From an optimization exercise on the open Yosys and OpenROAD flow, aimed at small area; shortcuts taken in it are not production practice.
RTL that was checked went through simulation tests only; none was proved equivalent to the original.
No functional check of the RTL was part of run 1.
In run 2 the design's own scripts or RTL, not TritonCTS, make the clock network.
The flow treats the clock pin as an ideal source. Dropping or thinning the clock tree relies on that and would not hold on a real chip.
Power figures rest on the tool's default switching activity, not on a simulated workload.

**flow/design.v**
```verilog
module fpga_top(SW, KEY, CLOCK_50, LEDR, HEX0, HEX1);
    input [9:0] SW;
    input [3:0] KEY;
    input CLOCK_50;
    output [9:0] LEDR;
    output [6:0] HEX0, HEX1;
    wire [7:0] data_result;
    quad_core u0(
        .clk(CLOCK_50),
        .resetn(KEY[0]),
        .go_n(KEY[1]),
        .data_in(SW[7:0]),
        .data_result(data_result)
    );
    assign LEDR[9:0] = {2'b00, data_result};
    hex_decoder H0(.hex_digit(data_result[3:0]), .segments(HEX0));
    hex_decoder H1(.hex_digit(data_result[7:4]), .segments(HEX1));
endmodule
module quad_core(
    input clk,
    input resetn,
    input go_n,
    input [7:0] data_in,
    output reg [7:0] data_result
    );
    reg [3:0] state;
    reg [7:0] a, b, c;
    wire [3:0] state_next;
    wire ld_a, a_en, bx, bx_n, c_en, ks, ks_n, lr_n, hr;
    ctrl C0(
        .state(state), .go_n(go_n), .resetn(resetn),
        .state_next(state_next),
        .ld_a(ld_a), .a_en(a_en), .bx(bx), .bx_n(bx_n), .c_en(c_en),
        .ks(ks), .ks_n(ks_n), .lr_n(lr_n), .hr(hr)
    );
    wire [7:0] mac_n;      
    wire [7:0] a_d, b_next, k_n, r_d;
    dsel S0(
        .data_in(data_in), .a(a), .b(b), .c(c), .r(data_result), .mac_n(mac_n),
        .ld_a(ld_a), .bx(bx), .bx_n(bx_n), .ks(ks), .ks_n(ks_n),
        .lr_n(lr_n), .hr(hr),
        .a_d(a_d), .b_next(b_next), .k_n(k_n), .r_d(r_d)
    );
    mac8 M0(.m(a), .n(b_next), .kn(k_n), .yn(mac_n));
    always @(posedge clk) begin
        state <= state_next;
        if (a_en)
            a <= a_d;
        b <= b_next;
        if (c_en)
            c <= data_in;
        data_result <= r_d;
    end
endmodule
module ctrl(
    input  [3:0] state,
    input        go_n,
    input        resetn,
    output [3:0] state_next,
    output       ld_a,       
    output       a_en,       
    output       bx,         
    output       bx_n,
    output       c_en,       
    output       ks,         
    output       ks_n,
    output       lr_n,       
    output       hr          
    );
    wire go      = ~go_n;
    wire advance = state[3] | (state[0] ^ go);
    wire last    = (state == 4'd12);
    wire ld_x    = (state == 4'd6) & go;
    assign state_next = (!resetn || (advance && last)) ? 4'd0 :
                        advance ? state + 4'd1 : state;
    assign ld_a = (state == 4'd0);
    assign a_en = ld_a | ld_x;
    assign bx   = (state == 4'd2) | ld_x;
    assign bx_n = ~bx;
    assign c_en = (state == 4'd4);
    assign ks   = state[3];
    assign ks_n = ~state[3];
    assign lr_n = ~(last & resetn);
    assign hr   = ~last & resetn;
endmodule
module dsel(
    input  [7:0] data_in, a, b, c, r, mac_n,
    input        ld_a, bx, bx_n, ks, ks_n, lr_n, hr,
    output [7:0] a_d, b_next, k_n, r_d
    );
    assign a_d    = (data_in & {8{ld_a}}) | (~mac_n & {8{~ld_a}});
    assign b_next = (data_in & {8{bx}}) | (b & {8{bx_n}});
    assign k_n    = ~((c & {8{ks}}) | (b & {8{ks_n}}));
    assign r_d    = (~mac_n & {8{~lr_n}}) | (r & {8{hr}});
endmodule
module mac8(m, n, kn, yn);
    input [7:0] m, n, kn;
    output [7:0] yn;
    assign yn = ~(m * n + ~kn);
endmodule
module hex_decoder(hex_digit, segments);
    input [3:0] hex_digit;
    output [6:0] segments;
    localparam [15:0] SEG0 = 16'h2812,
                      SEG1 = 16'hd860,
                      SEG2 = 16'hd004,
                      SEG3 = 16'h8692,
                      SEG4 = 16'h02ba,
                      SEG5 = 16'h208e,
                      SEG6 = 16'h1083;
    assign segments = {SEG6[hex_digit], SEG5[hex_digit], SEG4[hex_digit],
                       SEG3[hex_digit], SEG2[hex_digit], SEG1[hex_digit],
                       SEG0[hex_digit]};
endmodule
```
**flow/flow/run.sh**
```bash
#!/bin/bash
# Layout flow: the standard flow (standard.sh) with these changes:
#  - synthesis: the purely combinational modules of the design (mac8, dsel,
#    ctrl, hex_decoder) are taken from the hand-mapped cell netlists in
#    flow/cells.v instead of being synthesized from their RTL bodies; the
#    registers stay in the RTL and are inferred as in the standard synthesis.
#    Yosys's full-adder extraction is off and ABC uses an area script.
#  - ports are buffered with sky130_fd_sc_hd__buf_1.
#  - clock tree: no dummy loads, clkbuf_8 only.
set -euo pipefail
here=$(pwd)
python3 - "$FLOW_DESIGN" flow/cells.v design_cells.v > swap_modules.log 2>&1 <<'PY'
import re, sys
src = open(sys.argv[1]).read()
cells = open(sys.argv[2]).read()
for m in re.finditer(r'^\s*module\s+(\w+)\b.*?^\s*endmodule\b', cells, re.S | re.M):
    name = m.group(1)
    mm = re.search(r'^\s*module\s+' + name + r'\b.*?^\s*endmodule\b', src, re.S | re.M)
    assert mm, "module %s not found" % name
    src = src[:mm.start()] + "\n" + m.group(0) + "\n" + src[mm.end():]
    print("replaced", name)
open(sys.argv[3], 'w').write(src)
PY
cp flow/abc_area_deep.script abc_area_deep.script
{
  head -n 1 synth_recipe.tcl
  cat <<TCL
proc abc {args} {
  set i [lsearch -exact \$args -script]
  if {\$i >= 0} { set args [lreplace \$args [expr {\$i+1}] [expr {\$i+1}] $here/abc_area_deep.script] }
  set j [lsearch -exact \$args -D]
  if {\$j >= 0} { set args [lreplace \$args \$j [expr {\$j+1}]] }
  yosys abc {*}\$args
}
TCL
  tail -n +2 synth_recipe.tcl
} > my_synth.tcl
bash standard.sh VERILOG_FILES="$here/design_cells.v" ADDER_MAP_FILE= SYNTH_SCRIPT="$here/my_synth.tcl" \
  BUFFER_PORTS_ARGS="-inputs -outputs -buffer_cell sky130_fd_sc_hd__buf_1" \
  CTS_ARGS="-sink_clustering_enable -repair_clock_nets -dont_use_dummy_load -buf_list sky130_fd_sc_hd__clkbuf_8" \
  finish > standard_flow.log 2>&1
```
**flow/flow/abc_area_deep.script**
```
strash
&get -n
&deepsyn -T 30
&put
dch
map -a
topo
```
**flow/flow/cells.v**
```verilog
module mac8(m, n, kn, yn);
    input [7:0] m, n, kn;
    output [7:0] yn;
    wire ppn1;
    wire ppn3;
    wire ppn5;
    wire ppn7;
    wire ppn9;
    wire ppn11;
    wire ppn13;
    wire ppn15;
    wire ppn17;
    wire ppn19;
    wire ppn21;
    wire ppn23;
    wire ppn25;
    wire ppn27;
    wire ppn29;
    wire ppn31;
    wire ppn33;
    wire ppn35;
    wire ppn37;
    wire ppn39;
    wire ppn41;
    wire ppn43;
    wire ppn45;
    wire ppn47;
    wire ppn49;
    wire ppn51;
    wire ppn53;
    wire ppn55;
    wire ppn57;
    wire ppn59;
    wire ppn61;
    wire ppn63;
    wire ppn65;
    wire ppn67;
    wire ppn69;
    wire ppn71;
    wire s73;
    wire c74;
    wire s77;
    wire c78;
    wire s80;
    wire c81;
    wire s84;
    wire c85;
    wire s87;
    wire c88;
    wire s90;
    wire c91;
    wire s94;
    wire c95;
    wire s97;
    wire c98;
    wire s100;
    wire c101;
    wire s103;
    wire c104;
    wire s107;
    wire c108;
    wire s110;
    wire c111;
    wire s113;
    wire c114;
    wire s116;
    wire c117;
    wire s119;
    wire c120;
    wire s123;
    wire c124;
    wire s126;
    wire c127;
    wire s129;
    wire c130;
    wire s132;
    wire c133;
    wire s135;
    wire c136;
    wire s138;
    wire c139;
    wire s142;
    wire c143;
    wire s145;
    wire c146;
    wire s148;
    wire c149;
    wire s151;
    wire c152;
    wire s154;
    wire c155;
    wire s157;
    wire c158;
    wire s160;
    wire c161;
    wire x164;
    wire x166;
    wire x168;
    wire x170;
    wire x172;
    wire x174;
    wire x176;
    wire x178;
    wire x180;
    wire x182;
    wire x184;
    wire x186;
    wire x188;
    wire x190;
    sky130_fd_sc_hd__nand2_1 g2 (.A(m[0]), .B(n[0]), .Y(ppn1));
    sky130_fd_sc_hd__nand2_1 g4 (.A(m[1]), .B(n[0]), .Y(ppn3));
    sky130_fd_sc_hd__nand2_1 g6 (.A(m[2]), .B(n[0]), .Y(ppn5));
    sky130_fd_sc_hd__nand2_1 g8 (.A(m[3]), .B(n[0]), .Y(ppn7));
    sky130_fd_sc_hd__nand2_1 g10 (.A(m[4]), .B(n[0]), .Y(ppn9));
    sky130_fd_sc_hd__nand2_1 g12 (.A(m[5]), .B(n[0]), .Y(ppn11));
    sky130_fd_sc_hd__nand2_1 g14 (.A(m[6]), .B(n[0]), .Y(ppn13));
    sky130_fd_sc_hd__nand2_1 g16 (.A(m[7]), .B(n[0]), .Y(ppn15));
    sky130_fd_sc_hd__nand2_1 g18 (.A(m[0]), .B(n[1]), .Y(ppn17));
    sky130_fd_sc_hd__nand2_1 g20 (.A(m[1]), .B(n[1]), .Y(ppn19));
    sky130_fd_sc_hd__nand2_1 g22 (.A(m[2]), .B(n[1]), .Y(ppn21));
    sky130_fd_sc_hd__nand2_1 g24 (.A(m[3]), .B(n[1]), .Y(ppn23));
    sky130_fd_sc_hd__nand2_1 g26 (.A(m[4]), .B(n[1]), .Y(ppn25));
    sky130_fd_sc_hd__nand2_1 g28 (.A(m[5]), .B(n[1]), .Y(ppn27));
    sky130_fd_sc_hd__nand2_1 g30 (.A(m[6]), .B(n[1]), .Y(ppn29));
    sky130_fd_sc_hd__nand2_1 g32 (.A(m[0]), .B(n[2]), .Y(ppn31));
    sky130_fd_sc_hd__nand2_1 g34 (.A(m[1]), .B(n[2]), .Y(ppn33));
    sky130_fd_sc_hd__nand2_1 g36 (.A(m[2]), .B(n[2]), .Y(ppn35));
    sky130_fd_sc_hd__nand2_1 g38 (.A(m[3]), .B(n[2]), .Y(ppn37));
    sky130_fd_sc_hd__nand2_1 g40 (.A(m[4]), .B(n[2]), .Y(ppn39));
    sky130_fd_sc_hd__nand2_1 g42 (.A(m[5]), .B(n[2]), .Y(ppn41));
    sky130_fd_sc_hd__nand2_1 g44 (.A(m[0]), .B(n[3]), .Y(ppn43));
    sky130_fd_sc_hd__nand2_1 g46 (.A(m[1]), .B(n[3]), .Y(ppn45));
    sky130_fd_sc_hd__nand2_1 g48 (.A(m[2]), .B(n[3]), .Y(ppn47));
    sky130_fd_sc_hd__nand2_1 g50 (.A(m[3]), .B(n[3]), .Y(ppn49));
    sky130_fd_sc_hd__nand2_1 g52 (.A(m[4]), .B(n[3]), .Y(ppn51));
    sky130_fd_sc_hd__nand2_1 g54 (.A(m[0]), .B(n[4]), .Y(ppn53));
    sky130_fd_sc_hd__nand2_1 g56 (.A(m[1]), .B(n[4]), .Y(ppn55));
    sky130_fd_sc_hd__nand2_1 g58 (.A(m[2]), .B(n[4]), .Y(ppn57));
    sky130_fd_sc_hd__nand2_1 g60 (.A(m[3]), .B(n[4]), .Y(ppn59));
    sky130_fd_sc_hd__nand2_1 g62 (.A(m[0]), .B(n[5]), .Y(ppn61));
    sky130_fd_sc_hd__nand2_1 g64 (.A(m[1]), .B(n[5]), .Y(ppn63));
    sky130_fd_sc_hd__nand2_1 g66 (.A(m[2]), .B(n[5]), .Y(ppn65));
    sky130_fd_sc_hd__nand2_1 g68 (.A(m[0]), .B(n[6]), .Y(ppn67));
    sky130_fd_sc_hd__nand2_1 g70 (.A(m[1]), .B(n[6]), .Y(ppn69));
    sky130_fd_sc_hd__nand2_1 g72 (.A(m[0]), .B(n[7]), .Y(ppn71));
    sky130_fd_sc_hd__xnor2_1 g75 (.A(ppn1), .B(kn[0]), .Y(s73));
    sky130_fd_sc_hd__or2_1 g76 (.A(ppn1), .B(kn[0]), .X(c74));
    assign yn[0] = s73;
    sky130_fd_sc_hd__fa_1 g79 (.A(ppn3), .B(ppn17), .CIN(kn[1]), .COUT(c78), .SUM(s77));
    sky130_fd_sc_hd__xnor2_1 g82 (.A(c74), .B(s77), .Y(s80));
    sky130_fd_sc_hd__or2_1 g83 (.A(c74), .B(s77), .X(c81));
    assign yn[1] = s80;
    sky130_fd_sc_hd__fa_1 g86 (.A(ppn5), .B(ppn19), .CIN(ppn31), .COUT(c85), .SUM(s84));
    sky130_fd_sc_hd__fa_1 g89 (.A(kn[2]), .B(c78), .CIN(c81), .COUT(c88), .SUM(s87));
    sky130_fd_sc_hd__xnor2_1 g92 (.A(s84), .B(s87), .Y(s90));
    sky130_fd_sc_hd__or2_1 g93 (.A(s84), .B(s87), .X(c91));
    assign yn[2] = s90;
    sky130_fd_sc_hd__fa_1 g96 (.A(ppn7), .B(ppn21), .CIN(ppn33), .COUT(c95), .SUM(s94));
    sky130_fd_sc_hd__fa_1 g99 (.A(ppn43), .B(kn[3]), .CIN(c85), .COUT(c98), .SUM(s97));
    sky130_fd_sc_hd__fa_1 g102 (.A(c88), .B(c91), .CIN(s94), .COUT(c101), .SUM(s100));
    sky130_fd_sc_hd__xnor2_1 g105 (.A(s97), .B(s100), .Y(s103));
    sky130_fd_sc_hd__or2_1 g106 (.A(s97), .B(s100), .X(c104));
    assign yn[3] = s103;
    sky130_fd_sc_hd__fa_1 g109 (.A(ppn9), .B(ppn23), .CIN(ppn35), .COUT(c108), .SUM(s107));
    sky130_fd_sc_hd__fa_1 g112 (.A(ppn45), .B(ppn53), .CIN(kn[4]), .COUT(c111), .SUM(s110));
    sky130_fd_sc_hd__fa_1 g115 (.A(c95), .B(c98), .CIN(c101), .COUT(c114), .SUM(s113));
    sky130_fd_sc_hd__fa_1 g118 (.A(c104), .B(s107), .CIN(s110), .COUT(c117), .SUM(s116));
    sky130_fd_sc_hd__xnor2_1 g121 (.A(s113), .B(s116), .Y(s119));
    sky130_fd_sc_hd__or2_1 g122 (.A(s113), .B(s116), .X(c120));
    assign yn[4] = s119;
    sky130_fd_sc_hd__fa_1 g125 (.A(ppn11), .B(ppn25), .CIN(ppn37), .COUT(c124), .SUM(s123));
    sky130_fd_sc_hd__fa_1 g128 (.A(ppn47), .B(ppn55), .CIN(ppn61), .COUT(c127), .SUM(s126));
    sky130_fd_sc_hd__fa_1 g131 (.A(kn[5]), .B(c108), .CIN(c111), .COUT(c130), .SUM(s129));
    sky130_fd_sc_hd__fa_1 g134 (.A(c114), .B(c117), .CIN(c120), .COUT(c133), .SUM(s132));
    sky130_fd_sc_hd__fa_1 g137 (.A(s123), .B(s126), .CIN(s129), .COUT(c136), .SUM(s135));
    sky130_fd_sc_hd__xnor2_1 g140 (.A(s132), .B(s135), .Y(s138));
    sky130_fd_sc_hd__or2_1 g141 (.A(s132), .B(s135), .X(c139));
    assign yn[5] = s138;
    sky130_fd_sc_hd__fa_1 g144 (.A(ppn13), .B(ppn27), .CIN(ppn39), .COUT(c143), .SUM(s142));
    sky130_fd_sc_hd__fa_1 g147 (.A(ppn49), .B(ppn57), .CIN(ppn63), .COUT(c146), .SUM(s145));
    sky130_fd_sc_hd__fa_1 g150 (.A(ppn67), .B(kn[6]), .CIN(c124), .COUT(c149), .SUM(s148));
    sky130_fd_sc_hd__fa_1 g153 (.A(c127), .B(c130), .CIN(c133), .COUT(c152), .SUM(s151));
    sky130_fd_sc_hd__fa_1 g156 (.A(c136), .B(c139), .CIN(s142), .COUT(c155), .SUM(s154));
    sky130_fd_sc_hd__fa_1 g159 (.A(s145), .B(s148), .CIN(s151), .COUT(c158), .SUM(s157));
    sky130_fd_sc_hd__xnor2_1 g162 (.A(s154), .B(s157), .Y(s160));
    sky130_fd_sc_hd__or2_1 g163 (.A(s154), .B(s157), .X(c161));
    assign yn[6] = s160;
    sky130_fd_sc_hd__xor2_1 g165 (.A(ppn15), .B(ppn29), .X(x164));
    sky130_fd_sc_hd__xor2_1 g167 (.A(ppn41), .B(ppn51), .X(x166));
    sky130_fd_sc_hd__xor2_1 g169 (.A(ppn59), .B(ppn65), .X(x168));
    sky130_fd_sc_hd__xor2_1 g171 (.A(ppn69), .B(ppn71), .X(x170));
    sky130_fd_sc_hd__xor2_1 g173 (.A(kn[7]), .B(c143), .X(x172));
    sky130_fd_sc_hd__xor2_1 g175 (.A(c146), .B(c149), .X(x174));
    sky130_fd_sc_hd__xor2_1 g177 (.A(c152), .B(c155), .X(x176));
    sky130_fd_sc_hd__xor2_1 g179 (.A(c158), .B(c161), .X(x178));
    sky130_fd_sc_hd__xor2_1 g181 (.A(x164), .B(x166), .X(x180));
    sky130_fd_sc_hd__xor2_1 g183 (.A(x168), .B(x170), .X(x182));
    sky130_fd_sc_hd__xor2_1 g185 (.A(x172), .B(x174), .X(x184));
    sky130_fd_sc_hd__xor2_1 g187 (.A(x176), .B(x178), .X(x186));
    sky130_fd_sc_hd__xor2_1 g189 (.A(x180), .B(x182), .X(x188));
    sky130_fd_sc_hd__xor2_1 g191 (.A(x184), .B(x186), .X(x190));
    sky130_fd_sc_hd__xnor2_1 g192 (.A(x188), .B(x190), .Y(yn[7]));
endmodule
module dsel(data_in, a, b, c, r, mac_n, ld_a, bx, bx_n, ks, ks_n, lr_n, hr, a_d, b_next, k_n, r_d);
    input [7:0] data_in, a, b, c, r, mac_n;
    input ld_a, bx, bx_n, ks, ks_n, lr_n, hr;
    output [7:0] a_d, b_next, k_n, r_d;
    sky130_fd_sc_hd__a2bb2o_1 ga0 (.A1_N(ld_a), .A2_N(mac_n[0]), .B1(ld_a), .B2(data_in[0]), .X(a_d[0]));
    sky130_fd_sc_hd__a22o_1 gb0 (.A1(data_in[0]), .A2(bx), .B1(b[0]), .B2(bx_n), .X(b_next[0]));
    sky130_fd_sc_hd__a22oi_1 gk0 (.A1(c[0]), .A2(ks), .B1(b[0]), .B2(ks_n), .Y(k_n[0]));
    sky130_fd_sc_hd__a2bb2o_1 gr0 (.A1_N(lr_n), .A2_N(mac_n[0]), .B1(r[0]), .B2(hr), .X(r_d[0]));
    sky130_fd_sc_hd__a2bb2o_1 ga1 (.A1_N(ld_a), .A2_N(mac_n[1]), .B1(ld_a), .B2(data_in[1]), .X(a_d[1]));
    sky130_fd_sc_hd__a22o_1 gb1 (.A1(data_in[1]), .A2(bx), .B1(b[1]), .B2(bx_n), .X(b_next[1]));
    sky130_fd_sc_hd__a22oi_1 gk1 (.A1(c[1]), .A2(ks), .B1(b[1]), .B2(ks_n), .Y(k_n[1]));
    sky130_fd_sc_hd__a2bb2o_1 gr1 (.A1_N(lr_n), .A2_N(mac_n[1]), .B1(r[1]), .B2(hr), .X(r_d[1]));
    sky130_fd_sc_hd__a2bb2o_1 ga2 (.A1_N(ld_a), .A2_N(mac_n[2]), .B1(ld_a), .B2(data_in[2]), .X(a_d[2]));
    sky130_fd_sc_hd__a22o_1 gb2 (.A1(data_in[2]), .A2(bx), .B1(b[2]), .B2(bx_n), .X(b_next[2]));
    sky130_fd_sc_hd__a22oi_1 gk2 (.A1(c[2]), .A2(ks), .B1(b[2]), .B2(ks_n), .Y(k_n[2]));
    sky130_fd_sc_hd__a2bb2o_1 gr2 (.A1_N(lr_n), .A2_N(mac_n[2]), .B1(r[2]), .B2(hr), .X(r_d[2]));
    sky130_fd_sc_hd__a2bb2o_1 ga3 (.A1_N(ld_a), .A2_N(mac_n[3]), .B1(ld_a), .B2(data_in[3]), .X(a_d[3]));
    sky130_fd_sc_hd__a22o_1 gb3 (.A1(data_in[3]), .A2(bx), .B1(b[3]), .B2(bx_n), .X(b_next[3]));
    sky130_fd_sc_hd__a22oi_1 gk3 (.A1(c[3]), .A2(ks), .B1(b[3]), .B2(ks_n), .Y(k_n[3]));
    sky130_fd_sc_hd__a2bb2o_1 gr3 (.A1_N(lr_n), .A2_N(mac_n[3]), .B1(r[3]), .B2(hr), .X(r_d[3]));
    sky130_fd_sc_hd__a2bb2o_1 ga4 (.A1_N(ld_a), .A2_N(mac_n[4]), .B1(ld_a), .B2(data_in[4]), .X(a_d[4]));
    sky130_fd_sc_hd__a22o_1 gb4 (.A1(data_in[4]), .A2(bx), .B1(b[4]), .B2(bx_n), .X(b_next[4]));
    sky130_fd_sc_hd__a22oi_1 gk4 (.A1(c[4]), .A2(ks), .B1(b[4]), .B2(ks_n), .Y(k_n[4]));
    sky130_fd_sc_hd__a2bb2o_1 gr4 (.A1_N(lr_n), .A2_N(mac_n[4]), .B1(r[4]), .B2(hr), .X(r_d[4]));
    sky130_fd_sc_hd__a2bb2o_1 ga5 (.A1_N(ld_a), .A2_N(mac_n[5]), .B1(ld_a), .B2(data_in[5]), .X(a_d[5]));
    sky130_fd_sc_hd__a22o_1 gb5 (.A1(data_in[5]), .A2(bx), .B1(b[5]), .B2(bx_n), .X(b_next[5]));
    sky130_fd_sc_hd__a22oi_1 gk5 (.A1(c[5]), .A2(ks), .B1(b[5]), .B2(ks_n), .Y(k_n[5]));
    sky130_fd_sc_hd__a2bb2o_1 gr5 (.A1_N(lr_n), .A2_N(mac_n[5]), .B1(r[5]), .B2(hr), .X(r_d[5]));
    sky130_fd_sc_hd__a2bb2o_1 ga6 (.A1_N(ld_a), .A2_N(mac_n[6]), .B1(ld_a), .B2(data_in[6]), .X(a_d[6]));
    sky130_fd_sc_hd__a22o_1 gb6 (.A1(data_in[6]), .A2(bx), .B1(b[6]), .B2(bx_n), .X(b_next[6]));
    sky130_fd_sc_hd__a22oi_1 gk6 (.A1(c[6]), .A2(ks), .B1(b[6]), .B2(ks_n), .Y(k_n[6]));
    sky130_fd_sc_hd__a2bb2o_1 gr6 (.A1_N(lr_n), .A2_N(mac_n[6]), .B1(r[6]), .B2(hr), .X(r_d[6]));
    sky130_fd_sc_hd__a2bb2o_1 ga7 (.A1_N(ld_a), .A2_N(mac_n[7]), .B1(ld_a), .B2(data_in[7]), .X(a_d[7]));
    sky130_fd_sc_hd__a22o_1 gb7 (.A1(data_in[7]), .A2(bx), .B1(b[7]), .B2(bx_n), .X(b_next[7]));
    sky130_fd_sc_hd__a22oi_1 gk7 (.A1(c[7]), .A2(ks), .B1(b[7]), .B2(ks_n), .Y(k_n[7]));
    sky130_fd_sc_hd__a2bb2o_1 gr7 (.A1_N(lr_n), .A2_N(mac_n[7]), .B1(r[7]), .B2(hr), .X(r_d[7]));
endmodule

module ctrl(state, go_n, resetn, state_next, ld_a, a_en, bx, bx_n, c_en, ks, ks_n, lr_n, hr);
  input [3:0] state;
  wire [3:0] state;
  input go_n;
  wire go_n;
  input resetn;
  wire resetn;
  output [3:0] state_next;
  wire [3:0] state_next;
  output ld_a;
  wire ld_a;
  output a_en;
  wire a_en;
  output bx;
  wire bx;
  output bx_n;
  wire bx_n;
  output c_en;
  wire c_en;
  output ks;
  wire ks;
  output ks_n;
  wire ks_n;
  output lr_n;
  wire lr_n;
  output hr;
  wire hr;
  wire _00_;
  wire _01_;
  wire _02_;
  wire _03_;
  wire _04_;
  wire _05_;
  wire _06_;
  wire _07_;
  wire _08_;
  wire _09_;
  wire _10_;
  wire _11_;
  wire _12_;
  wire _13_;
  wire _14_;
  wire _15_;
  wire _16_;
  sky130_fd_sc_hd__clkinv_1 _17_ (
    .A(state[3]),
    .Y(ks_n)
  );
  sky130_fd_sc_hd__clkinv_1 _18_ (
    .A(state[2]),
    .Y(_00_)
  );
  sky130_fd_sc_hd__clkinv_1 _19_ (
    .A(state[0]),
    .Y(_01_)
  );
  sky130_fd_sc_hd__nor2_1 _20_ (
    .A(state[3]),
    .B(go_n),
    .Y(_02_)
  );
  sky130_fd_sc_hd__nor2_1 _21_ (
    .A(_01_),
    .B(_02_),
    .Y(_03_)
  );
  sky130_fd_sc_hd__nand2_1 _22_ (
    .A(_03_),
    .B(state[1]),
    .Y(_04_)
  );
  sky130_fd_sc_hd__clkinv_1 _23_ (
    .A(_04_),
    .Y(_05_)
  );
  sky130_fd_sc_hd__clkinv_1 _24_ (
    .A(resetn),
    .Y(_06_)
  );
  sky130_fd_sc_hd__nor2_1 _25_ (
    .A(_00_),
    .B(_06_),
    .Y(_07_)
  );
  sky130_fd_sc_hd__nand2_1 _26_ (
    .A(_05_),
    .B(_07_),
    .Y(_08_)
  );
  sky130_fd_sc_hd__nor2_1 _27_ (
    .A(state[0]),
    .B(ks_n),
    .Y(_09_)
  );
  sky130_fd_sc_hd__clkinv_1 _28_ (
    .A(state[1]),
    .Y(_10_)
  );
  sky130_fd_sc_hd__a31oi_1 _29_ (
    .A1(_09_),
    .A2(_10_),
    .A3(state[2]),
    .B1(_06_),
    .Y(hr)
  );
  sky130_fd_sc_hd__nand2_1 _30_ (
    .A(_08_),
    .B(hr),
    .Y(_11_)
  );
  sky130_fd_sc_hd__a21oi_1 _31_ (
    .A1(_00_),
    .A2(_04_),
    .B1(_11_),
    .Y(state_next[2])
  );
  sky130_fd_sc_hd__o21ai_0 _32_ (
    .A1(state[1]),
    .A2(_03_),
    .B1(resetn),
    .Y(_12_)
  );
  sky130_fd_sc_hd__nor2_1 _33_ (
    .A(_12_),
    .B(_05_),
    .Y(state_next[1])
  );
  sky130_fd_sc_hd__o21a_1 _34_ (
    .A1(_02_),
    .A2(_09_),
    .B1(hr),
    .X(state_next[0])
  );
  sky130_fd_sc_hd__nand3_1 _35_ (
    .A(_07_),
    .B(_09_),
    .C(_10_),
    .Y(lr_n)
  );
  sky130_fd_sc_hd__nor2_1 _36_ (
    .A(state[3]),
    .B(state[0]),
    .Y(_13_)
  );
  sky130_fd_sc_hd__nand2_1 _37_ (
    .A(_13_),
    .B(_10_),
    .Y(_14_)
  );
  sky130_fd_sc_hd__nor2_1 _38_ (
    .A(_00_),
    .B(_14_),
    .Y(c_en)
  );
  sky130_fd_sc_hd__clkinv_1 _39_ (
    .A(go_n),
    .Y(_15_)
  );
  sky130_fd_sc_hd__o211ai_1 _40_ (
    .A1(_15_),
    .A2(_00_),
    .B1(state[1]),
    .C1(_13_),
    .Y(bx_n)
  );
  sky130_fd_sc_hd__clkinv_1 _41_ (
    .A(bx_n),
    .Y(bx)
  );
  sky130_fd_sc_hd__nor2_1 _42_ (
    .A(state[2]),
    .B(_14_),
    .Y(ld_a)
  );
  sky130_fd_sc_hd__o21bai_1 _43_ (
    .A1(_00_),
    .A2(bx_n),
    .B1_N(ld_a),
    .Y(a_en)
  );
  sky130_fd_sc_hd__nand3_1 _44_ (
    .A(_08_),
    .B(state[3]),
    .C(hr),
    .Y(_16_)
  );
  sky130_fd_sc_hd__o21ai_0 _45_ (
    .A1(state[3]),
    .A2(_08_),
    .B1(_16_),
    .Y(state_next[3])
  );
  assign ks = state[3];
endmodule

module hex_decoder(hex_digit, segments);
  input [3:0] hex_digit;
  wire [3:0] hex_digit;
  output [6:0] segments;
  wire [6:0] segments;
  wire _00_;
  wire _01_;
  wire _02_;
  wire _03_;
  wire _04_;
  wire _05_;
  wire _06_;
  wire _07_;
  wire _08_;
  wire _09_;
  wire _10_;
  wire _11_;
  wire _12_;
  wire _13_;
  wire _14_;
  wire _15_;
  wire _16_;
  wire _17_;
  wire _18_;
  wire _19_;
  wire _20_;
  sky130_fd_sc_hd__clkinv_1 _21_ (
    .A(hex_digit[2]),
    .Y(_00_)
  );
  sky130_fd_sc_hd__nor2_1 _22_ (
    .A(hex_digit[1]),
    .B(_00_),
    .Y(_01_)
  );
  sky130_fd_sc_hd__clkinv_1 _23_ (
    .A(hex_digit[3]),
    .Y(_02_)
  );
  sky130_fd_sc_hd__nand2_1 _24_ (
    .A(_01_),
    .B(_02_),
    .Y(_03_)
  );
  sky130_fd_sc_hd__clkinv_1 _25_ (
    .A(hex_digit[1]),
    .Y(_04_)
  );
  sky130_fd_sc_hd__nor2_1 _26_ (
    .A(hex_digit[2]),
    .B(_04_),
    .Y(_05_)
  );
  sky130_fd_sc_hd__o22ai_1 _27_ (
    .A1(hex_digit[0]),
    .A2(_02_),
    .B1(_01_),
    .B2(_05_),
    .Y(_06_)
  );
  sky130_fd_sc_hd__clkinv_1 _28_ (
    .A(_06_),
    .Y(_07_)
  );
  sky130_fd_sc_hd__o22ai_1 _29_ (
    .A1(hex_digit[0]),
    .A2(_03_),
    .B1(hex_digit[2]),
    .B2(_07_),
    .Y(_08_)
  );
  sky130_fd_sc_hd__clkinv_1 _30_ (
    .A(hex_digit[0]),
    .Y(_09_)
  );
  sky130_fd_sc_hd__a21oi_1 _31_ (
    .A1(_09_),
    .A2(hex_digit[2]),
    .B1(hex_digit[3]),
    .Y(_10_)
  );
  sky130_fd_sc_hd__clkinv_1 _32_ (
    .A(_10_),
    .Y(_11_)
  );
  sky130_fd_sc_hd__clkinv_1 _33_ (
    .A(_01_),
    .Y(_12_)
  );
  sky130_fd_sc_hd__nor2_1 _34_ (
    .A(hex_digit[0]),
    .B(_05_),
    .Y(_13_)
  );
  sky130_fd_sc_hd__a21oi_1 _35_ (
    .A1(_11_),
    .A2(_12_),
    .B1(_13_),
    .Y(_14_)
  );
  sky130_fd_sc_hd__nand2_1 _36_ (
    .A(_14_),
    .B(_03_),
    .Y(_15_)
  );
  sky130_fd_sc_hd__clkinv_1 _37_ (
    .A(_15_),
    .Y(segments[5])
  );
  sky130_fd_sc_hd__nor2_1 _38_ (
    .A(_08_),
    .B(segments[5]),
    .Y(segments[1])
  );
  sky130_fd_sc_hd__nor2_1 _39_ (
    .A(_00_),
    .B(_02_),
    .Y(_16_)
  );
  sky130_fd_sc_hd__a21oi_1 _40_ (
    .A1(hex_digit[1]),
    .A2(hex_digit[3]),
    .B1(_09_),
    .Y(_17_)
  );
  sky130_fd_sc_hd__nor2_1 _41_ (
    .A(_01_),
    .B(_17_),
    .Y(_18_)
  );
  sky130_fd_sc_hd__nor2_1 _42_ (
    .A(_16_),
    .B(_18_),
    .Y(segments[4])
  );
  sky130_fd_sc_hd__o22ai_1 _43_ (
    .A1(hex_digit[0]),
    .A2(_03_),
    .B1(_13_),
    .B2(_07_),
    .Y(segments[3])
  );
  sky130_fd_sc_hd__a21oi_1 _44_ (
    .A1(_12_),
    .A2(_11_),
    .B1(_07_),
    .Y(segments[6])
  );
  sky130_fd_sc_hd__nor2_1 _45_ (
    .A(_16_),
    .B(segments[5]),
    .Y(_19_)
  );
  sky130_fd_sc_hd__nor2_1 _46_ (
    .A(_17_),
    .B(_19_),
    .Y(segments[2])
  );
  sky130_fd_sc_hd__nand2_1 _47_ (
    .A(_08_),
    .B(_14_),
    .Y(_20_)
  );
  sky130_fd_sc_hd__o21ai_0 _48_ (
    .A1(_10_),
    .A2(_06_),
    .B1(_20_),
    .Y(segments[0])
  );
endmodule
```
**flow/standard.sh**
```bash
#!/bin/bash
# synth_recipe.tcl (not shown) runs the flow's synth.tcl, then flattens the netlist and writes it again
# the make line also repeats each setting of config.mk as NAME=value (left out here)
make -C /OpenROAD-flow-scripts/flow DESIGN_CONFIG=/design/flow/config.mk WORK_HOME=/design/flow/orfs CLKGATE_MAP_FILE= SYNTH_SCRIPT=/design/flow/synth_recipe.tcl "${@:-finish}"
```
**flow/config.mk**
```make
export PLATFORM = sky130hd
export DESIGN_NAME = fpga_top
export DESIGN_NICKNAME = fpga_top
export VERILOG_FILES = /design/flow/design.v
export SDC_FILE = /design/flow/constraint.sdc
export NUM_CORES = 4
export LEC_CHECK = 0
export ABC_AREA = 1
export CAP_MARGIN = 20
export CORE_MARGIN = 2
export CORE_UTILIZATION = 40
export SLEW_MARGIN = 20
```
**flow/constraint.sdc**
```tcl
create_clock -name core_clock -period 10.0 [get_ports {CLOCK_50}]
set_input_delay 2.0000 -clock core_clock [delete_from_list [all_inputs] [get_ports {CLOCK_50}]]
set_output_delay 2.0000 -clock core_clock [all_outputs]
set_load 0.01 [all_outputs]
```
==> flow_metrics.env, run 1 <==
export IMPL_place_ws_ns=0.852
export IMPL_grt_util_met3_pct=3.37
export IMPL_io_pins=39
export IMPL_hpwl_um=3890
export IMPL_mostFrequentLayoutCell="nand2_1"
export IMPL_drive_gt1_share_pct=2.15
export IMPL_syn_area_per_cell_um2=9.70
export IMPL_htree_levels=2
export IMPL_grt_use_met1_pct=25.5
export IMPL_die_x_um=80.6
export IMPL_synth_distinct_cells=22
export IMPL_finalWorstPathRequiredPeriod_ns=8.87
export IMPL_crit_slowest_cell="fa_1"
export IMPL_place_gp_congestion=0.844
export IMPL_clk_latency_ns=0.29
export IMPL_clock_path_buffers=2
export IMPL_path_delay_family="adder cells"
export IMPL_ys_ff_latch=36
export IMPL_vias=1788
export IMPL_finalMaxSlewViolations=0
export IMPL_grt_total_usage_pct=16.8
export IMPL_skew_ns=0.0131
export IMPL_path_clk_slew_ns=0.07
export IMPL_min_path_type="reg -> reg"
export IMPL_start_util_pct=42.1
export IMPL_routed_via_density=5.09
export IMPL_fmax_mhz=113
export IMPL_reg2regPathDepth=23
export IMPL_min_period_over_period_pct=88.7
export IMPL_dp_cells=346
export IMPL_wl_um=4950
export IMPL_cts_tree="built"
export IMPL_p_leak_uw=0.000917
export IMPL_crit_path_end_kind="flop"
export IMPL_ctsHoldBuffers=0
export IMPL_ant_nets=0
export IMPL_yosysWarnings=1
export IMPL_crit_cells=24
export IMPL_ys_seq_area_share_pct=37.5
export IMPL_tns_ns=0
export IMPL_design_core_area_mm2=0.00557
export IMPL_synth_cells=242
export IMPL_path_cells="buf_1 > clkinv_1 > o211ai_1 > buf_4 > clkinv_1 > a22o_1 > nand2_1 > fa_1 > or2_1 > fa_1 > or2_1 > fa_1 > or2_1 > fa_1 > or2_1 > fa_1 > fa_1 > fa_1 > or2_1 > xor2_1 > xor2_1 > xor2_1 > xnor2_1 > a2bb2o_1"
export IMPL_num_rows=27
export IMPL_finalNonFillerCells=351
export IMPL_worst_pin_slew_ns=0.862
export IMPL_cts_resized_gates=0
export IMPL_status="timing/DRC/antenna clean"
export IMPL_grt_setup_unrepaired="false"
export IMPL_cts_buffers=5
export IMPL_crit_path_frequent_cell="fa_1"
export IMPL_die_y_um=80.6
export IMPL_cap_violations=0
export IMPL_crit_type="in -> reg"
export IMPL_drt_drc_violations_left=0
export IMPL_p_per_area_mw_per_mm2=287
export IMPL_dieArea_mm2=0.00650
export IMPL_antenna_found_initial=0
export IMPL_grt_pass1_vias=1620
export IMPL_setup_viol=0
export IMPL_numClockSinks=36
export IMPL_final_nets=317
export IMPL_synth_area_mm2=0.00235
export IMPL_grt_pass1_wl_um=8210
export IMPL_synthTopCellsByArea="edfxtp_1 20%, fa_1 18%, dfxtp_1 17%"
export IMPL_min_path_cells=1
export IMPL_yosys_area_top_type="edfxtp_1"
export IMPL_antennaDiodeCount=0
export IMPL_area_growth_pct=11.7
export IMPL_finalHoldViolations=0
export IMPL_final_cell_mix="46 x nand2_1, 32 x buf_1, 26 x nor2_1"
export IMPL_synth_top_area_share_pct=20.5
export IMPL_required_ns=10.04
export IMPL_drt_pass1_iterations=5
export IMPL_max_slew_margin_rel_pct=42.4
export IMPL_grtUsageMet2_pct=24.4
export IMPL_grt_busiest_layer="met1"
export IMPL_routedWlPerCell_um=14.1
export IMPL_arrival_ns=8.90
export IMPL_critical_path_buf_inv_count=4
export IMPL_worstPathMaxFanout=10
export IMPL_post_cts_setup_buffer_count=0
export IMPL_dr_first_iter_drc_count=48
export IMPL_whs_ns=0.516
export IMPL_cts_root_buffer="clkbuf_8"
export IMPL_start_kind="input pin"
export IMPL_grt_max_degree=18
export IMPL_finalWorstSetupSlack_ns=1.13
export IMPL_port_buffer_count=32
export IMPL_overflow=0
export IMPL_irDropWorstVdd_uv=130
export IMPL_cpPeakStageDelay_ns=0.51
worst reg2reg max path, cell delays in order, from the launching register on:
cell and delay [ns]:
dfxtp_1 0.62, nor2_1 0.13, o211ai_1 0.11, buf_4 0.20
clkinv_1 0.24, a22o_1 0.45, nand2_1 0.16, fa_1 0.42
or2_1 0.24, fa_1 0.47, or2_1 0.25, fa_1 0.48
or2_1 0.25, fa_1 0.51, or2_1 0.24, fa_1 0.39
fa_1 0.51, fa_1 0.44, or2_1 0.24, xor2_1 0.17
xor2_1 0.20, xor2_1 0.20, xnor2_1 0.20, a2bb2o_1 0.31
synth_stat cells:
| master | count |
|---|---|
| nand2_1 | 46 |
| nor2_1 | 26 |
| clkinv_1 | 24 |
| fa_1 | 21 |
| dfxtp_1 | 20 |
| a2bb2o_1 | 16 |
| edfxtp_1 | 16 |
| xor2_1 | 14 |
| a21oi_1 | 9 |
| a22o_1 | 8 |
| a22oi_1 | 8 |
| xnor2_1 | 8 |
| or2_1 | 7 |
| o22ai_1 | 6 |
| o21ai_0 | 4 |
| buf_4 | 2 |
| nand3_1 | 2 |
| a31oi_1 | 1 |
| conb_1 | 1 |
| o211ai_1 | 1 |
| o21a_1 | 1 |
| o21bai_1 | 1 |
final timing paths:
check                    from      end  slack (ns)
hold / removal        u0.b[7]  u0.b[7]        0.52
setup reg to reg  u0.state[3]  u0.a[7]        2.33
setup / recovery       KEY[1]  u0.a[7]        1.13
hold reg to reg       u0.b[7]  u0.b[7]        0.52
cell families (layout without fill, tap and decap cells):
| group | Yosys count | after routing | share of synthesized area (%) |
|---|---|---|---|
| AO/OA/AOI/OAI | 55 | 55 | 18.0 |
| adder cells (fa/ha/maj) | 21 | 21 | 17.9 |
| XOR/XNOR | 22 | 22 | 8.20 |
| other | 1 | 2 | 0.160 |
| buffers and inverters | 26 | 62 | 4.48 |
| AND/OR/NAND/NOR | 81 | 81 | 13.8 |
| flip-flops | 36 | 36 | 37.5 |
sequential cells by signal (all words and copies together), names as in the netlist:
name,flops
u0.state,4
u0.b,8
u0.data_result,8
u0.a,8
u0.c,8
routing by layer:
layer	vias to the layer above	wire length (um)
met5	-	0
met4	0	33
met3	5	293
met2	55	2100
met1	826	2520
li1	902	-
power by group:
group / switching (uW) / total (uW) / internal (uW)
clock: 47.9 / 92.8 / 44.9
sequential: 18.6 / 204 / 185
combinational: 236 / 458 / 222
final cells by class:
type	count	area, um2
clock buffer	5	68.8
sequential	36	881
fill	545	2950
timing repair buffer	33	128
multi-input combinational	181	1370
tap	72	90.1
inverter	24	90.1
metrics by stage:
stage               area [um2]  util [%]  power [uW]
floorplan                 2350         -         559
global placement          2550      45.8         660
detailed placement        2550      45.8         665
CTS                       2620      47.1         758
global route              2620      47.1         820
finish                    2620      47.1         754
==> run 2, diff against run 1 <==
--- a/flow/design.v
+++ b/flow/design.v
@@ -27,9 +27,9 @@
     reg [7:0] a, b, c;
     wire [3:0] state_next;
-    wire ld_a, a_en, bx, bx_n, c_en, ks, ks_n, lr_n, hr;
+    wire ld_a, ldx_n, a_hold, bx, bx_n, c_en, ks, ks_n, lr_n, hr;
     ctrl C0(
         .state(state), .go_n(go_n), .resetn(resetn),
         .state_next(state_next),
-        .ld_a(ld_a), .a_en(a_en), .bx(bx), .bx_n(bx_n), .c_en(c_en),
+        .ld_a(ld_a), .ldx_n(ldx_n), .a_hold(a_hold), .bx(bx), .bx_n(bx_n), .c_en(c_en),
         .ks(ks), .ks_n(ks_n), .lr_n(lr_n), .hr(hr)
     );
@@ -38,5 +38,5 @@
     dsel S0(
         .data_in(data_in), .a(a), .b(b), .c(c), .r(data_result), .mac_n(mac_n),
-        .ld_a(ld_a), .bx(bx), .bx_n(bx_n), .ks(ks), .ks_n(ks_n),
+        .ld_a(ld_a), .ldx_n(ldx_n), .a_hold(a_hold), .bx(bx), .bx_n(bx_n), .ks(ks), .ks_n(ks_n),
         .lr_n(lr_n), .hr(hr),
         .a_d(a_d), .b_next(b_next), .k_n(k_n), .r_d(r_d)
@@ -45,6 +45,5 @@
     always @(posedge clk) begin
         state <= state_next;
-        if (a_en)
-            a <= a_d;
+        a <= a_d;
         b <= b_next;
         if (c_en)
@@ -59,5 +58,6 @@
     output [3:0] state_next,
     output       ld_a,       
-    output       a_en,       
+    output       ldx_n,      
+    output       a_hold,     
     output       bx,         
     output       bx_n,
@@ -75,5 +75,6 @@
                         advance ? state + 4'd1 : state;
     assign ld_a = (state == 4'd0);
-    assign a_en = ld_a | ld_x;
+    assign ldx_n  = ~ld_x;
+    assign a_hold = ~ld_a & ~ld_x;
     assign bx   = (state == 4'd2) | ld_x;
     assign bx_n = ~bx;
@@ -86,8 +87,8 @@
 module dsel(
     input  [7:0] data_in, a, b, c, r, mac_n,
-    input        ld_a, bx, bx_n, ks, ks_n, lr_n, hr,
+    input        ld_a, ldx_n, a_hold, bx, bx_n, ks, ks_n, lr_n, hr,
     output [7:0] a_d, b_next, k_n, r_d
     );
-    assign a_d    = (data_in & {8{ld_a}}) | (~mac_n & {8{~ld_a}});
+    assign a_d    = (data_in & {8{ld_a}}) | (a & {8{a_hold}}) | (~mac_n & {8{~ldx_n}});
     assign b_next = (data_in & {8{bx}}) | (b & {8{bx_n}});
     assign k_n    = ~((c & {8{ks}}) | (b & {8{ks_n}}));
--- a/flow/flow/run.sh
+++ b/flow/flow/run.sh
@@ -7,5 +7,6 @@
 #    Yosys's full-adder extraction is off and ABC uses an area script.
 #  - ports are buffered with sky130_fd_sc_hd__buf_1.
-#  - clock tree: no dummy loads, clkbuf_8 only.
+#  - clock tree: a single clkbuf_16 driven by the clock port drives every
+#    register clock pin (flow/one_buf.tcl, run in place of TritonCTS).
 set -euo pipefail
 here=$(pwd)
@@ -36,6 +37,7 @@
   tail -n +2 synth_recipe.tcl
 } > my_synth.tcl
+export ONE_CLKBUF=sky130_fd_sc_hd__clkbuf_16
 bash standard.sh VERILOG_FILES="$here/design_cells.v" ADDER_MAP_FILE= SYNTH_SCRIPT="$here/my_synth.tcl" \
   BUFFER_PORTS_ARGS="-inputs -outputs -buffer_cell sky130_fd_sc_hd__buf_1" \
-  CTS_ARGS="-sink_clustering_enable -repair_clock_nets -dont_use_dummy_load -buf_list sky130_fd_sc_hd__clkbuf_8" \
+  PRE_CTS_TCL="$here/flow/one_buf.tcl" \
   finish > standard_flow.log 2>&1
--- a/flow/flow/cells.v
+++ b/flow/flow/cells.v
@@ -202,37 +202,46 @@
     sky130_fd_sc_hd__xnor2_1 g192 (.A(x188), .B(x190), .Y(yn[7]));
 endmodule
-module dsel(data_in, a, b, c, r, mac_n, ld_a, bx, bx_n, ks, ks_n, lr_n, hr, a_d, b_next, k_n, r_d);
+module dsel(data_in, a, b, c, r, mac_n, ld_a, ldx_n, a_hold, bx, bx_n, ks, ks_n, lr_n, hr, a_d, b_next, k_n, r_d);
     input [7:0] data_in, a, b, c, r, mac_n;
-    input ld_a, bx, bx_n, ks, ks_n, lr_n, hr;
+    input ld_a, ldx_n, a_hold, bx, bx_n, ks, ks_n, lr_n, hr;
     output [7:0] a_d, b_next, k_n, r_d;
-    sky130_fd_sc_hd__a2bb2o_1 ga0 (.A1_N(ld_a), .A2_N(mac_n[0]), .B1(ld_a), .B2(data_in[0]), .X(a_d[0]));
+    wire [7:0] at;
+    sky130_fd_sc_hd__nor2_1 gt0 (.A(ldx_n), .B(mac_n[0]), .Y(at[0]));
+    sky130_fd_sc_hd__a221o_1 ga0 (.A1(ld_a), .A2(data_in[0]), .B1(a_hold), .B2(a[0]), .C1(at[0]), .X(a_d[0]));
     sky130_fd_sc_hd__a22o_1 gb0 (.A1(data_in[0]), .A2(bx), .B1(b[0]), .B2(bx_n), .X(b_next[0]));
     sky130_fd_sc_hd__a22oi_1 gk0 (.A1(c[0]), .A2(ks), .B1(b[0]), .B2(ks_n), .Y(k_n[0]));
     sky130_fd_sc_hd__a2bb2o_1 gr0 (.A1_N(lr_n), .A2_N(mac_n[0]), .B1(r[0]), .B2(hr), .X(r_d[0]));
-    sky130_fd_sc_hd__a2bb2o_1 ga1 (.A1_N(ld_a), .A2_N(mac_n[1]), .B1(ld_a), .B2(data_in[1]), .X(a_d[1]));
+    sky130_fd_sc_hd__nor2_1 gt1 (.A(ldx_n), .B(mac_n[1]), .Y(at[1]));
+    sky130_fd_sc_hd__a221o_1 ga1 (.A1(ld_a), .A2(data_in[1]), .B1(a_hold), .B2(a[1]), .C1(at[1]), .X(a_d[1]));
     sky130_fd_sc_hd__a22o_1 gb1 (.A1(data_in[1]), .A2(bx), .B1(b[1]), .B2(bx_n), .X(b_next[1]));
     sky130_fd_sc_hd__a22oi_1 gk1 (.A1(c[1]), .A2(ks), .B1(b[1]), .B2(ks_n), .Y(k_n[1]));
     sky130_fd_sc_hd__a2bb2o_1 gr1 (.A1_N(lr_n), .A2_N(mac_n[1]), .B1(r[1]), .B2(hr), .X(r_d[1]));
-    sky130_fd_sc_hd__a2bb2o_1 ga2 (.A1_N(ld_a), .A2_N(mac_n[2]), .B1(ld_a), .B2(data_in[2]), .X(a_d[2]));
+    sky130_fd_sc_hd__nor2_1 gt2 (.A(ldx_n), .B(mac_n[2]), .Y(at[2]));
+    sky130_fd_sc_hd__a221o_1 ga2 (.A1(ld_a), .A2(data_in[2]), .B1(a_hold), .B2(a[2]), .C1(at[2]), .X(a_d[2]));
     sky130_fd_sc_hd__a22o_1 gb2 (.A1(data_in[2]), .A2(bx), .B1(b[2]), .B2(bx_n), .X(b_next[2]));
     sky130_fd_sc_hd__a22oi_1 gk2 (.A1(c[2]), .A2(ks), .B1(b[2]), .B2(ks_n), .Y(k_n[2]));
     sky130_fd_sc_hd__a2bb2o_1 gr2 (.A1_N(lr_n), .A2_N(mac_n[2]), .B1(r[2]), .B2(hr), .X(r_d[2]));
-    sky130_fd_sc_hd__a2bb2o_1 ga3 (.A1_N(ld_a), .A2_N(mac_n[3]), .B1(ld_a), .B2(data_in[3]), .X(a_d[3]));
+    sky130_fd_sc_hd__nor2_1 gt3 (.A(ldx_n), .B(mac_n[3]), .Y(at[3]));
+    sky130_fd_sc_hd__a221o_1 ga3 (.A1(ld_a), .A2(data_in[3]), .B1(a_hold), .B2(a[3]), .C1(at[3]), .X(a_d[3]));
     sky130_fd_sc_hd__a22o_1 gb3 (.A1(data_in[3]), .A2(bx), .B1(b[3]), .B2(bx_n), .X(b_next[3]));
     sky130_fd_sc_hd__a22oi_1 gk3 (.A1(c[3]), .A2(ks), .B1(b[3]), .B2(ks_n), .Y(k_n[3]));
     sky130_fd_sc_hd__a2bb2o_1 gr3 (.A1_N(lr_n), .A2_N(mac_n[3]), .B1(r[3]), .B2(hr), .X(r_d[3]));
-    sky130_fd_sc_hd__a2bb2o_1 ga4 (.A1_N(ld_a), .A2_N(mac_n[4]), .B1(ld_a), .B2(data_in[4]), .X(a_d[4]));
+    sky130_fd_sc_hd__nor2_1 gt4 (.A(ldx_n), .B(mac_n[4]), .Y(at[4]));
+    sky130_fd_sc_hd__a221o_1 ga4 (.A1(ld_a), .A2(data_in[4]), .B1(a_hold), .B2(a[4]), .C1(at[4]), .X(a_d[4]));
     sky130_fd_sc_hd__a22o_1 gb4 (.A1(data_in[4]), .A2(bx), .B1(b[4]), .B2(bx_n), .X(b_next[4]));
     sky130_fd_sc_hd__a22oi_1 gk4 (.A1(c[4]), .A2(ks), .B1(b[4]), .B2(ks_n), .Y(k_n[4]));
     sky130_fd_sc_hd__a2bb2o_1 gr4 (.A1_N(lr_n), .A2_N(mac_n[4]), .B1(r[4]), .B2(hr), .X(r_d[4]));
-    sky130_fd_sc_hd__a2bb2o_1 ga5 (.A1_N(ld_a), .A2_N(mac_n[5]), .B1(ld_a), .B2(data_in[5]), .X(a_d[5]));
+    sky130_fd_sc_hd__nor2_1 gt5 (.A(ldx_n), .B(mac_n[5]), .Y(at[5]));
+    sky130_fd_sc_hd__a221o_1 ga5 (.A1(ld_a), .A2(data_in[5]), .B1(a_hold), .B2(a[5]), .C1(at[5]), .X(a_d[5]));
     sky130_fd_sc_hd__a22o_1 gb5 (.A1(data_in[5]), .A2(bx), .B1(b[5]), .B2(bx_n), .X(b_next[5]));
     sky130_fd_sc_hd__a22oi_1 gk5 (.A1(c[5]), .A2(ks), .B1(b[5]), .B2(ks_n), .Y(k_n[5]));
     sky130_fd_sc_hd__a2bb2o_1 gr5 (.A1_N(lr_n), .A2_N(mac_n[5]), .B1(r[5]), .B2(hr), .X(r_d[5]));
-    sky130_fd_sc_hd__a2bb2o_1 ga6 (.A1_N(ld_a), .A2_N(mac_n[6]), .B1(ld_a), .B2(data_in[6]), .X(a_d[6]));
+    sky130_fd_sc_hd__nor2_1 gt6 (.A(ldx_n), .B(mac_n[6]), .Y(at[6]));
+    sky130_fd_sc_hd__a221o_1 ga6 (.A1(ld_a), .A2(data_in[6]), .B1(a_hold), .B2(a[6]), .C1(at[6]), .X(a_d[6]));
     sky130_fd_sc_hd__a22o_1 gb6 (.A1(data_in[6]), .A2(bx), .B1(b[6]), .B2(bx_n), .X(b_next[6]));
     sky130_fd_sc_hd__a22oi_1 gk6 (.A1(c[6]), .A2(ks), .B1(b[6]), .B2(ks_n), .Y(k_n[6]));
     sky130_fd_sc_hd__a2bb2o_1 gr6 (.A1_N(lr_n), .A2_N(mac_n[6]), .B1(r[6]), .B2(hr), .X(r_d[6]));
-    sky130_fd_sc_hd__a2bb2o_1 ga7 (.A1_N(ld_a), .A2_N(mac_n[7]), .B1(ld_a), .B2(data_in[7]), .X(a_d[7]));
+    sky130_fd_sc_hd__nor2_1 gt7 (.A(ldx_n), .B(mac_n[7]), .Y(at[7]));
+    sky130_fd_sc_hd__a221o_1 ga7 (.A1(ld_a), .A2(data_in[7]), .B1(a_hold), .B2(a[7]), .C1(at[7]), .X(a_d[7]));
     sky130_fd_sc_hd__a22o_1 gb7 (.A1(data_in[7]), .A2(bx), .B1(b[7]), .B2(bx_n), .X(b_next[7]));
     sky130_fd_sc_hd__a22oi_1 gk7 (.A1(c[7]), .A2(ks), .B1(b[7]), .B2(ks_n), .Y(k_n[7]));
@@ -240,5 +249,5 @@
 endmodule
 
-module ctrl(state, go_n, resetn, state_next, ld_a, a_en, bx, bx_n, c_en, ks, ks_n, lr_n, hr);
+module ctrl(state, go_n, resetn, state_next, ld_a, ldx_n, a_hold, bx, bx_n, c_en, ks, ks_n, lr_n, hr);
   input [3:0] state;
   wire [3:0] state;
@@ -251,6 +260,8 @@
   output ld_a;
   wire ld_a;
-  output a_en;
-  wire a_en;
+  output ldx_n;
+  wire ldx_n;
+  output a_hold;
+  wire a_hold;
   output bx;
   wire bx;
@@ -284,152 +295,161 @@
   wire _15_;
   wire _16_;
-  sky130_fd_sc_hd__clkinv_1 _17_ (
+  wire _17_;
+  sky130_fd_sc_hd__clkinv_1 _18_ (
     .A(state[3]),
     .Y(ks_n)
   );
-  sky130_fd_sc_hd__clkinv_1 _18_ (
-    .A(state[2]),
+  sky130_fd_sc_hd__clkinv_1 _19_ (
+    .A(state[1]),
     .Y(_00_)
   );
-  sky130_fd_sc_hd__clkinv_1 _19_ (
-    .A(state[0]),
+  sky130_fd_sc_hd__clkinv_1 _20_ (
+    .A(go_n),
     .Y(_01_)
   );
-  sky130_fd_sc_hd__nor2_1 _20_ (
-    .A(state[3]),
-    .B(go_n),
+  sky130_fd_sc_hd__nand2_1 _21_ (
+    .A(ks_n),
+    .B(_01_),
     .Y(_02_)
   );
-  sky130_fd_sc_hd__nor2_1 _21_ (
-    .A(_01_),
-    .B(_02_),
+  sky130_fd_sc_hd__nand2_1 _22_ (
+    .A(_02_),
+    .B(state[0]),
     .Y(_03_)
   );
-  sky130_fd_sc_hd__nand2_1 _22_ (
-    .A(_03_),
-    .B(state[1]),
+  sky130_fd_sc_hd__nor2_1 _23_ (
+    .A(_00_),
+    .B(_03_),
     .Y(_04_)
   );
-  sky130_fd_sc_hd__clkinv_1 _23_ (
+  sky130_fd_sc_hd__clkinv_1 _24_ (
     .A(_04_),
     .Y(_05_)
   );
-  sky130_fd_sc_hd__clkinv_1 _24_ (
-    .A(resetn),
+  sky130_fd_sc_hd__nand2_1 _25_ (
+    .A(_05_),
+    .B(resetn),
     .Y(_06_)
   );
-  sky130_fd_sc_hd__nor2_1 _25_ (
-    .A(_00_),
-    .B(_06_),
-    .Y(_07_)
+  sky130_fd_sc_hd__a21oi_1 _26_ (
+    .A1(_00_),
+    .A2(_03_),
+    .B1(_06_),
+    .Y(state_next[1])
   );
-  sky130_fd_sc_hd__nand2_1 _26_ (
-    .A(_05_),
-    .B(_07_),
-    .Y(_08_)
+  sky130_fd_sc_hd__clkinv_1 _27_ (
+    .A(state[2]),
+    .Y(_07_)
   );
-  sky130_fd_sc_hd__nor2_1 _27_ (
+  sky130_fd_sc_hd__or2_2 _28_ (
     .A(state[0]),
     .B(ks_n),
-    .Y(_09_)
+    .X(_08_)
   );
-  sky130_fd_sc_hd__clkinv_1 _28_ (
+  sky130_fd_sc_hd__nor3_1 _29_ (
     .A(state[1]),
-    .Y(_10_)
-  );
-  sky130_fd_sc_hd__a31oi_1 _29_ (
-    .A1(_09_),
-    .A2(_10_),
-    .A3(state[2]),
-    .B1(_06_),
-    .Y(hr)
+    .B(_07_),
+    .C(_08_),
+    .Y(_09_)
   );
   sky130_fd_sc_hd__nand2_1 _30_ (
-    .A(_08_),
-    .B(hr),
+    .A(_09_),
+    .B(resetn),
+    .Y(lr_n)
+  );
+  sky130_fd_sc_hd__clkinv_1 _31_ (
+    .A(_09_),
+    .Y(_10_)
+  );
+  sky130_fd_sc_hd__nand2_1 _32_ (
+    .A(_10_),
+    .B(resetn),
     .Y(_11_)
   );
-  sky130_fd_sc_hd__a21oi_1 _31_ (
-    .A1(_00_),
-    .A2(_04_),
+  sky130_fd_sc_hd__a21oi_1 _33_ (
+    .A1(_02_),
+    .A2(_08_),
     .B1(_11_),
-    .Y(state_next[2])
+    .Y(state_next[0])
   );
-  sky130_fd_sc_hd__o21ai_0 _32_ (
-    .A1(state[1]),
-    .A2(_03_),
-    .B1(resetn),
+  sky130_fd_sc_hd__nor2_1 _34_ (
+    .A(state[3]),
+    .B(state[0]),
     .Y(_12_)
   );
-  sky130_fd_sc_hd__nor2_1 _33_ (
+  sky130_fd_sc_hd__nand2_1 _35_ (
     .A(_12_),
-    .B(_05_),
-    .Y(state_next[1])
-  );
-  sky130_fd_sc_hd__o21a_1 _34_ (
-    .A1(_02_),
-    .A2(_09_),
-    .B1(hr),
-    .X(state_next[0])
-  );
-  sky130_fd_sc_hd__nand3_1 _35_ (
-    .A(_07_),
-    .B(_09_),
-    .C(_10_),
-    .Y(lr_n)
+    .B(_00_),
+    .Y(_13_)
   );
   sky130_fd_sc_hd__nor2_1 _36_ (
-    .A(state[3]),
-    .B(state[0]),
-    .Y(_13_)
+    .A(_07_),
+    .B(_13_),
+    .Y(c_en)
   );
-  sky130_fd_sc_hd__nand2_1 _37_ (
-    .A(_13_),
-    .B(_10_),
+  sky130_fd_sc_hd__clkinv_1 _37_ (
+    .A(_12_),
     .Y(_14_)
   );
   sky130_fd_sc_hd__nor2_1 _38_ (
+    .A(_01_),
+    .B(_07_),
+    .Y(_15_)
+  );
+  sky130_fd_sc_hd__nor3_1 _39_ (
     .A(_00_),
     .B(_14_),
-    .Y(c_en)
-  );
-  sky130_fd_sc_hd__clkinv_1 _39_ (
-    .A(go_n),
-    .Y(_15_)
+    .C(_15_),
+    .Y(bx)
   );
-  sky130_fd_sc_hd__o211ai_1 _40_ (
-    .A1(_15_),
-    .A2(_00_),
-    .B1(state[1]),
-    .C1(_13_),
-    .Y(bx_n)
+  sky130_fd_sc_hd__nand2_1 _40_ (
+    .A(bx),
+    .B(state[2]),
+    .Y(ldx_n)
   );
   sky130_fd_sc_hd__clkinv_1 _41_ (
-    .A(bx_n),
-    .Y(bx)
+    .A(bx),
+    .Y(bx_n)
   );
   sky130_fd_sc_hd__nor2_1 _42_ (
     .A(state[2]),
-    .B(_14_),
+    .B(_13_),
     .Y(ld_a)
   );
-  sky130_fd_sc_hd__o21bai_1 _43_ (
-    .A1(_00_),
-    .A2(bx_n),
-    .B1_N(ld_a),
-    .Y(a_en)
-  );
-  sky130_fd_sc_hd__nand3_1 _44_ (
-    .A(_08_),
-    .B(state[3]),
-    .C(hr),
-    .Y(_16_)
+  sky130_fd_sc_hd__a21oi_1 _43_ (
+    .A1(bx),
+    .A2(state[2]),
+    .B1(ld_a),
+    .Y(a_hold)
+  );
+  sky130_fd_sc_hd__clkinv_1 _44_ (
+    .A(_11_),
+    .Y(hr)
   );
   sky130_fd_sc_hd__o21ai_0 _45_ (
-    .A1(state[3]),
-    .A2(_08_),
-    .B1(_16_),
+    .A1(_07_),
+    .A2(_05_),
+    .B1(hr),
+    .Y(_16_)
+  );
+  sky130_fd_sc_hd__nand4_1 _46_ (
+    .A(_04_),
+    .B(ks_n),
+    .C(state[2]),
+    .D(resetn),
+    .Y(_17_)
+  );
+  sky130_fd_sc_hd__o21ai_0 _47_ (
+    .A1(ks_n),
+    .A2(_16_),
+    .B1(_17_),
     .Y(state_next[3])
   );
+  sky130_fd_sc_hd__a21oi_1 _48_ (
+    .A1(_07_),
+    .A2(_05_),
+    .B1(_16_),
+    .Y(state_next[2])
+  );
   assign ks = state[3];
 endmodule
==> flow/flow/one_buf.tcl (new file) <==
# Clock tree of a single buffer: the clock port drives one clock buffer,
# placed at the centroid of the registers, which drives every clock pin.
proc clock_tree_synthesis {args} {
  set buf_master $::env(ONE_CLKBUF)
  set block [ord::get_db_block]
  set db [ord::get_db]
  set master [$db findMaster $buf_master]
  set clk_port [$block findBTerm CLOCK_50]
  set clk_net [$clk_port getNet]
  set sinks {}
  set sx 0; set sy 0
  foreach it [$clk_net getITerms] {
    lappend sinks $it
    set inst [$it getInst]
    set bb [$inst getBBox]
    set sx [expr {$sx + ([$bb xMin] + [$bb xMax]) / 2}]
    set sy [expr {$sy + ([$bb yMin] + [$bb yMax]) / 2}]
  }
  set n [llength $sinks]
  puts "one-buffer clock tree: $n sinks, buffer $buf_master"
  set buf [odb::dbInst_create $block $master clkbuf_root]
  set new_net [odb::dbNet_create $block clknet_root]
  $new_net setSigType CLOCK
  $clk_net setSigType CLOCK
  foreach it $sinks {
    $it disconnect
    $it connect $new_net
  }
  [$buf findITerm A] connect $clk_net
  [$buf findITerm X] connect $new_net
  $buf setLocation [expr {$sx / $n}] [expr {$sy / $n}]
  $buf setPlacementStatus PLACED
}
==> run 2 against run 1 <==
Compared with the run above: sequential cell count unchanged; global-route usage about the same; first-iteration DRC count up 50%; critical path depth up 2; combinational power down 29%; maximum frequency down 1.3%; core utilization down 1.2 points; critical path type unchanged; still clean; largest cell class unchanged; via count up 3.1%; hold slack worse by 0.0075 ns; clock power down 41%.
==> flow_metrics.env, run 2 <==
export IMPL_p_int_uw=330
export IMPL_final_nets=324
export IMPL_path_delay_family="adder cells"
export IMPL_ys_ff_latch=36
export IMPL_synthTopCellsByCount="49 x nand2_1, 31 x nor2_1, 28 x dfxtp_1"
export IMPL_crit_path_frequent_cell="fa_1"
export IMPL_place_gp_congestion=0.823
export IMPL_status="timing/DRC/antenna clean"
export IMPL_min_period_over_period_pct=89.8
export IMPL_whs_endpoint="u0.a[7]"
export IMPL_sw_frac_of_total_pct=40.4
export IMPL_grt_pass1_wl_um=8570
export IMPL_port_buffer_count=32
export IMPL_arrival_ns=9.07
export IMPL_path_clk_slew_ns=0.13
export IMPL_routed_via_density=5.15
export IMPL_tns_ns=0
export IMPL_crit_path_end_kind="flop"
export IMPL_drive_gt1_share_pct=1.40
export IMPL_grt_total_usage_pct=16.8
export IMPL_required_ns=10.09
export IMPL_mostFrequentLayoutCell="nand2_1"
export IMPL_antenna_found_initial=0
export IMPL_start_util_pct=41.5
export IMPL_synthMuxAreaShare_pct=0
export IMPL_min_path_type="reg -> reg"
export IMPL_area_growth_pct=10.4
export IMPL_yosys_area_top_type="dfxtp_1"
export IMPL_ant_nets=0
export IMPL_hpwl_um=3970
export IMPL_grt_pass1_vias=1735
export IMPL_synth_compound_area_share_pct=17.7
export IMPL_ctsHoldBuffers=0
export IMPL_synth_top_family_by_area="adder cells"
export IMPL_seqPwrFrac_pct=31.3
export IMPL_crit_slowest_cell="fa_1"
export IMPL_vias=1844
export IMPL_synth_most_common_cell="nand2_1"
export IMPL_crit_type="in -> reg"
export IMPL_grt_setup_unrepaired="false"
export IMPL_dr_first_iter_drc_count=72
export IMPL_yosysWarnings=1
export IMPL_p_total_uw=554
export IMPL_synthTopCellsByArea="dfxtp_1 24%, fa_1 18%, edfxtp_1 10%"
export IMPL_die_y_um=79.8
export IMPL_dieArea_mm2=0.00638
export IMPL_place_ws_ns=0.798
export IMPL_grt_max_degree=37
export IMPL_synth_top_area_share_pct=24.4
export IMPL_worstPathMaxFanout=8
export IMPL_finalNonFillerCells=358
export IMPL_skew_ns=0.00416
export IMPL_cts_resized_gates=0
export IMPL_finalWorstSetupSlack_ns=1.02
export IMPL_synth_simple_gate_area_share_pct=15.9
export IMPL_finalHoldViolations=0
export IMPL_pwr_share_comb_pct=58.7
export IMPL_regToRegStartpoint="u0.state[3]"
export IMPL_min_path_cells=1
export IMPL_syn_area_per_cell_um2=9.13
export IMPL_total_switching_power_uw=224
export IMPL_overflow=0
export IMPL_critical_path_buf_inv_count=4
export IMPL_irDropWorstVdd_uv=103
export IMPL_worst_pin_slew_ns=0.763
export IMPL_routedWlPerCell_um=14.0
export IMPL_finalWorstPathRequiredPeriod_ns=8.98
export IMPL_synth_distinct_cells=21
export IMPL_setup_viol=0
export IMPL_num_rows=27
export IMPL_drt_pass1_iterations=4
run 2: changes by cell type in the layout (fill, tap and decap cells not counted), moves of 5 or more:
cell | before | now
a2bb2o_1 | 16 | 8
a221o_1 | 0 | 8
edfxtp_1 | 16 | 8
dfxtp_1 | 20 | 28
clkbuf_8 | 5 | 0
nor2_1 | 26 | 31
run 2: final cells by class:
class                   count  area, um2  share of cell area (%)
flip-flops and latches     36        801                    31.5
repair buffers             34        135                    5.32
inverters                  25       93.8                    3.69
plain buffers               1       25.0                   0.985
multi-input cells         190       1400                    54.9
well taps                  72       90.1                    3.55
run 2: layer usage:
| metal | global-route usage [%] | vias up | routed length (um) |
|---|---|---|---|
| li1 | - | 915 | - |
| met3 | 0.679 | 2 | 271 |
| met5 | 0 | - | 0 |
| met1 | 24.3 | 882 | 2330 |
| met4 | 0.847 | 0 | 20 |
| met2 | 29.6 | 45 | 2390 |
run 2: power by group through the flow:
stage | Sequential [uW] | Clock, uW | Combinational (uW)
3_3_place_gp | 177 | 0 | 324
6_report | 174 | 55.1 | 325
5_1_grt | 176 | 61.3 | 368
3_5_place_dp | 177 | 0 | 328
2_1_floorplan | 173 | 0 | 254
4_1_cts | 177 | 40.1 | 331
run 2: worst max-delay path by stage:
stage | from | endpoint | slack (ns) | cells after the start
after floorplan | KEY[1] | u0.a[7] | 1.10 | 24
after global placement | KEY[1] | u0.a[7] | 0.82 | 26
after detailed placement | KEY[1] | u0.a[7] | 0.80 | 26
after CTS | KEY[1] | u0.a[7] | 0.76 | 26
after global routing | KEY[1] | u0.a[7] | 0.57 | 26
final | KEY[1] | u0.a[7] | 1.02 | 26
run 2: worst register-to-register path: cells and delay by family (launching register included):
kind | cells | cell delay [ns]
AOI/OAI and AO/OA | 2 | 0.66
xor gates and xnor gates | 4 | 0.82
adders and majority gates | 7 | 3.25
buffers and inverters | 3 | 0.53
DFF | 1 | 0.47
and+or+nand+nor | 9 | 1.97
run 2: cells by family after synthesis:
group,Yosys count
other,1
buffers and inverters,27
XOR/XNOR,22
flip-flops,36
AND/OR/NAND/NOR,91
adder cells (fa/ha/maj),21
AO/OA/AOI/OAI,54
run 2: stage by stage:
stage               instance area (um2)  util, %  hold slack, ns
finish                             2540     45.8           0.509
global route                       2540     45.8           0.548
CTS                                2540     45.8           0.482
detailed placement                 2510     45.4           0.474
global placement                   2510     45.4           0.472
floorplan                          2300        -           0.455
